What follows belongs to an exercise in optimizing a design on an open flow for small area and a short achievable clock period; a production flow would make more cautious choices. In this exercise RTL edits were held to simulation tests only and were not proved equivalent to the original.

==> flow/design.v, too long to show whole: its modules and the start of the top module <==
// module digital_front_end: 2820 lines
// module fa_cell: 4 lines
// module ha_cell: 4 lines
module digital_front_end (
    input wire clk,
    input wire rst,
    input wire [15:0] adc_data_i,
    input wire [15:0] adc_data_q,
    input wire adc_valid,
    input wire [3:0] filter_config,   
    input wire dc_offset_en,
    output reg [31:0] dfe_out,
    output reg dfe_valid
);
  // ...
==> flow/flow/run.sh <==
#!/bin/bash
# Own layout flow: the standard ORFS layout (standard.sh, unchanged synthesis, floorplan,
# placement, CTS and routing), with only one difference: ORFS's timing repair is asked to keep a
# setup margin of MARGIN ns below the design's clock period (SETUP_SLACK_MARGIN), so that it
# sizes and buffers the logic for a shorter achieved period. The SDC (clock period, I/O delays,
# loads) is the design's, untouched.
set -euo pipefail
MARGIN=$(cat flow/margin.txt)
bash standard.sh "SETUP_SLACK_MARGIN=${MARGIN}" finish > flow_make.log 2>&1
==> flow/flow/margin.txt <==
13
==> flow/standard.sh <==
#!/bin/bash
# synth_recipe.tcl (not shown) runs the flow's synth.tcl, then flattens the netlist and writes it again
# the make line also repeats each setting of config.mk as NAME=value (left out here)
make -C /OpenROAD-flow-scripts/flow DESIGN_CONFIG=/design/flow/config.mk WORK_HOME=/design/flow/orfs CLKGATE_MAP_FILE= SYNTH_SCRIPT=/design/flow/synth_recipe.tcl "${@:-finish}"
==> flow/config.mk <==
export PLATFORM = sky130hd
export DESIGN_NAME = digital_front_end
export DESIGN_NICKNAME = digital_front_end
export VERILOG_FILES = /design/flow/design.v
export SDC_FILE = /design/flow/constraint.sdc
export NUM_CORES = 4
export LEC_CHECK = 0
export CAP_MARGIN = 60
export CORE_MARGIN = 2
export CORE_UTILIZATION = 40
export SLEW_MARGIN = 60
export SYNTH_HIERARCHICAL = 1
export SYNTH_MINIMUM_KEEP_SIZE = 0
==> flow/constraint.sdc <==
create_clock -name core_clock -period 18.0 [get_ports {clk}]
set_input_delay 3.6000 -clock core_clock [delete_from_list [all_inputs] [get_ports {clk}]]
set_output_delay 3.6000 -clock core_clock [all_outputs]
set_load 0.01 [all_outputs]
==> results.txt, run 1 <==
- Synth area leaders: sky130_fd_sc_hd__fa_1 55%, sky130_fd_sc_hd__dfrtp_1 23%, sky130_fd_sc_hd__mux2_2 7.5%, sky130_fd_sc_hd__ha_1 4.6%, sky130_fd_sc_hd__o21ai_0 1.3%
- Data required time of the critical path: 18.65 ns
- Detailed router's first-iteration violation count: 5,905
- Dominant kind of cell by area: multi-input gates
- Count of placed standard cells including taps: 9,178
- Root Buffer Master: sky130_fd_sc_hd__clkbuf_16
- Commonest non-fill, non-tap cell in the layout: sky130_fd_sc_hd__fa_1
- Global-route met3 utilization: 0.0826
- Number of standard cells in the layout, taps in and fillers out: 9,604
- Post-placement cell area: 98,300 um2
- R2R Setup Slk: 12.74 ns
- Outcome: complete, no violations
- Later-pin clock latency in the skew report: 0.78 ns
- Die Height: 483 um
- FF-to-FF End: acc_i[23]
- Number of synthesized flops with an enable pin: 0
- TritonCTS clock tree: built
- Routed wl met3: 34,100 um
- Kind of start point of the critical path: flip-flop
- Fin area: 106,000 um2
- Post-synthesis xor/xnor area fraction: 0.0108
- Post-layout minimum cycle time: 5.26 ns
- Share of Yosys cell area claimed by the top area cell type: 0.553
==> inputs of run 2 (changes only) <==
==> flow/run.sh (new file) <==
#!/bin/bash
# synth_recipe.tcl (not shown) runs the flow's synth.tcl, then flattens the netlist and writes it again
# the make line also repeats each setting of config.mk as NAME=value (left out here)
make -C /OpenROAD-flow-scripts/flow DESIGN_CONFIG=/design/flow/config.mk WORK_HOME=/design/flow/orfs CLKGATE_MAP_FILE= SYNTH_SCRIPT=/design/flow/synth_recipe.tcl finish
removed: flow/flow/run.sh
removed: flow/flow/margin.txt
removed: flow/standard.sh
==> results.txt, run 2 <==
- Clock sink total: 853
- Die Footprint: 233,000 um2
- Number of warnings issued by yosys: 9
- Sort of element at the end of the critical path: flip-flop
- Worst reg-to-reg path cell count: 19
- Commonest non-fill, non-tap cell in the layout: sky130_fd_sc_hd__fa_1
- Via count of the first global-routing pass: 61,000
- Share of Yosys cell area claimed by the top area cell type: 0.553 (unchanged)
- TritonCTS clock tree: built
- Layout cell share with drive strength beyond 1: 0.214
- Hold Fails Final Rpt: 0
- Endpoint of the worst hold-timing path: dfe_valid
- Number of rows created at floorplan: 175
- Die Height: 483 um (unchanged)
- Setup violators final: 0
- Final cycle utilization of the critical path: 0.340
- Unrepaired setup endpoints after global routing: false
- Via density per instance: 5.78
- Worst path top cell family by delay: adder cells
- Average instance area after synthesis: 15.3 um2
- Data arrival time of the worst path: 6.78 ns
- Flip-flop and latch count after synthesis: 853
- Largest driver fanout on the critical path: 7
- Number of nets in the final layout: 9,181
- Most frequent cell after synthesis: sky130_fd_sc_hd__fa_1
- Actual transition at the worst max-transition pin: 0.645 ns
- Final slew viol count: 0
- Worst min path class: reg -> reg
- R2R Setup Slk: 11.88 ns (-0.86 ns)
- Drt total wl: 327,000 um
- Number of antenna violations at the first check in global routing: 8
- Synth area leaders: sky130_fd_sc_hd__fa_1 55%, sky130_fd_sc_hd__dfrtp_1 23%, sky130_fd_sc_hd__mux2_2 7.5%, sky130_fd_sc_hd__ha_1 4.6%, sky130_fd_sc_hd__o21ai_0 1.3%
- Number of standard cells in the layout, taps in and fillers out: 9,373 (-2.4%)
- Sequential share of the synthesized area: 0.232
- Detailed router's first-iteration violation count: 5,600 (-5.2%)
- MaxCap Viol Count: 0
- Top library cells by usage in the layout, fill and taps aside: 2,538 x sky130_fd_sc_hd__fa_1, 614 x sky130_fd_sc_hd__mux2_2, 550 x sky130_fd_sc_hd__dfrtp_1
- Number of buffers and inverters on the critical path: 2
- Slowest cell on the critical path: sky130_fd_sc_hd__dfrtp_1
- Average wire length per cell after detail routing: 34.9 um
- Later-pin clock latency in the skew report: 0.77 ns (about the same)
- Number of synthesized flops with an enable pin: 0 (unchanged)
- Layout Skew: 0.0326 ns
- Clk pin slew, worst setup/hold paths: 0.06 ns
- Critical Path Most Common Cell: sky130_fd_sc_hd__fa_1
- Outcome: complete, no violations
- Kind of start point of the critical path: flip-flop
- Count of placed standard cells including taps: 9,160 (-0.20%)
- Post-placement cell area: 98,100 um2 (-0.17%)
- Setup CP Type: reg -> reg
- FF-to-FF End: acc_q[23]
- Antenna violation net count after detailed routing: 0
- HPWL after DPL: 259,000 um
- Number of clock buffers inserted by TritonCTS: 104
- Number of port buffers: 68
- I/O pin cnt: 73
- Global-route total usage across every layer: 0.287
- Relative slew slack: 0.569
- Asr flop ratio synth: 1.00
- Resized Gates After CTS: 0
- Number of design rule violations left after detail routing: 0
- Hold_sp: dfe_valid
- Maximum number of pins on one net before global-route repair: 95
- First-pass detailed-route iteration total: 5
- Filler cells: 20,200
- Registers with the most flip-flops: b_i x240, b_q x240
- Initial Utilization: 0.403
- Root Buffer Master: sky130_fd_sc_hd__clkbuf_16
- Data required time of the critical path: 18.66 ns (about the same)
- Startpoint of the most critical register-to-register path: b_q[10][0]
- FMAX: 0.163 GHz
- Cell breakdown of the critical path: inv_1 -> fa_1 -> fa_1 -> ha_1 -> fa_1 -> fa_1 -> ha_1 -> inv_1 -> fa_1 -> nor2b_1 -> o21ai_0 -> a21boi_0 -> o2111ai_1 -> a21oi_1 -> o21bai_1 -> a21oi_1 -> o21ai_0 -> xnor2_1 -> o31ai_1
- H-tree level count: 3
- Area growth from synthesis to layout: 11.1%
- Post-synthesis cell count: 6,019
- Post-layout minimum cycle time: 6.12 ns (+0.860 ns)
- Library cell occupying the most area in the post-synthesis netlist: sky130_fd_sc_hd__fa_1
- Hold-fix buffer count after cts: 0
- Aggregate global routing overflow: 0
- Fin area: 102,000 um2 (-3.9%)
- Max Buffers Root-to-Sink: 3
- Leading post-synthesis cells by instance count: 2,538 x sky130_fd_sc_hd__fa_1, 853 x sky130_fd_sc_hd__dfrtp_1, 614 x sky130_fd_sc_hd__mux2_2
- Routability-driven placement congestion ratio: 1.03
- Mapped cell area: 91,800 um2
- Chip Width: 483 um
- Via count: 54,200
- Most instantiated flip-flop cell in the synthesis netlist: sky130_fd_sc_hd__dfrtp_1
- Final-layout setup total negative slack: 0 ns
- Number of setup buffers added after CTS: 0
- Count of different cell masters after synthesis: 75
- Final core utilization: 0.448
- Core Area: 228,000 um2
- Delay of the slowest cell on the worst path: 0.71 ns
- Global-route wire length before repair: 465,000 um
- Hold Path Depth: 1
==> run 2: through the flow <==
| stage | setup slack, ns | hold slack, ns |
|---|---|---|
| 3_3_place_gp | 10.11 | 0.449 |
| 4_1_cts | 11.83 | 0.472 |
| 3_5_place_dp | 11.46 | 0.454 |
| 5_1_grt | 11.43 | 0.491 |
| 2_1_floorplan | 2.68 | 0.446 |
| 6_report | 11.88 | 0.476 |
==> run 2: cell families after synthesis <==
logic type | Yosys count | share of synthesized area
other | 1 | 0.0000408
flip-flops | 853 | 0.232
buffers and inverters | 460 | 0.0189
AO/OA/AOI/OAI | 566 | 0.0374
AND/OR/NAND/NOR | 525 | 0.0246
multiplexers | 623 | 0.0763
adder cells (fa/ha/maj) | 2878 | 0.600
XOR/XNOR | 113 | 0.0108
==> run 2: per-layer routing <==
layer  share of wire  up-vias  track usage
met1            0.39    30400        0.388
met5        0.000040        -            0
met3            0.10      719       0.0827
li1                -    20200            -
met2            0.44     2880        0.419
met4           0.063        2        0.151
==> run 2: area by class of cell <==
class,instances,area [um2],share of cell area
multi-input combinational,4707,68900,0.676
clock buffer,138,2960,0.0290
sequential,853,21700,0.213
antenna,8,20.0,0.000196
tap,3009,3760,0.0369
inverter,318,1200,0.0117
timing repair buffer,280,2720,0.0266
clock inverter,60,713,0.00699
==> run 2: how the worst max path moves through the flow <==
stage / from / to / depth (start not counted)
floorplan: rst / acc_i[0] / 1
global route: b_q[10][0] / acc_q[23] / 19
finish: b_q[10][0] / acc_q[23] / 19
global placement: adc_valid / b_i[11][4] / 6
detailed placement: adc_valid / b_i[9][12] / 7
CTS: b_q[10][0] / acc_q[23] / 19
==> run 2: Yosys stat by module, one instance, submodules excluded <==
module / cells inside / flip-flops and latches / area, um2 / times used
ha_cell: 1 / 0 / 12.5 / 144
digital_front_end: 3339 / 853 / 39300 / 1
fa_cell: 1 / 0 / 20.0 / 2536

==> afterwards: timing with drivers on the ports <==
In the flow no input, the clock included, has a driving cell. The finished layouts below were timed again as built, in two steps.
Step 1: set_driving_cell puts a clkbuf_16 on clk and a buf_2 on each other input, an assumption about the parent block.
Step 2 also shifts input and output timing later by t, the mid clock arrival at the registers, as if the neighbouring blocks saw the same clock.
Three values: ideal ports, drivers, drivers and shift; two values: the first two.
run	shift t [ns]	setup slack, ns	worst hold slack (ns)	worst slew at a driven data input, ns
run 1	0.839	12.744 / 12.744 / 12.189	0.470 / 0.470 / 0.470	0.18
run 2	0.856	11.884 / 11.884 / 11.306	0.476 / 0.476 / 0.476	0.06
After both steps setup and hold are still met in every run listed. The setup slack of run 2, which loses most, moves by 0.000 ns with the drivers and by -0.578 ns with both steps.
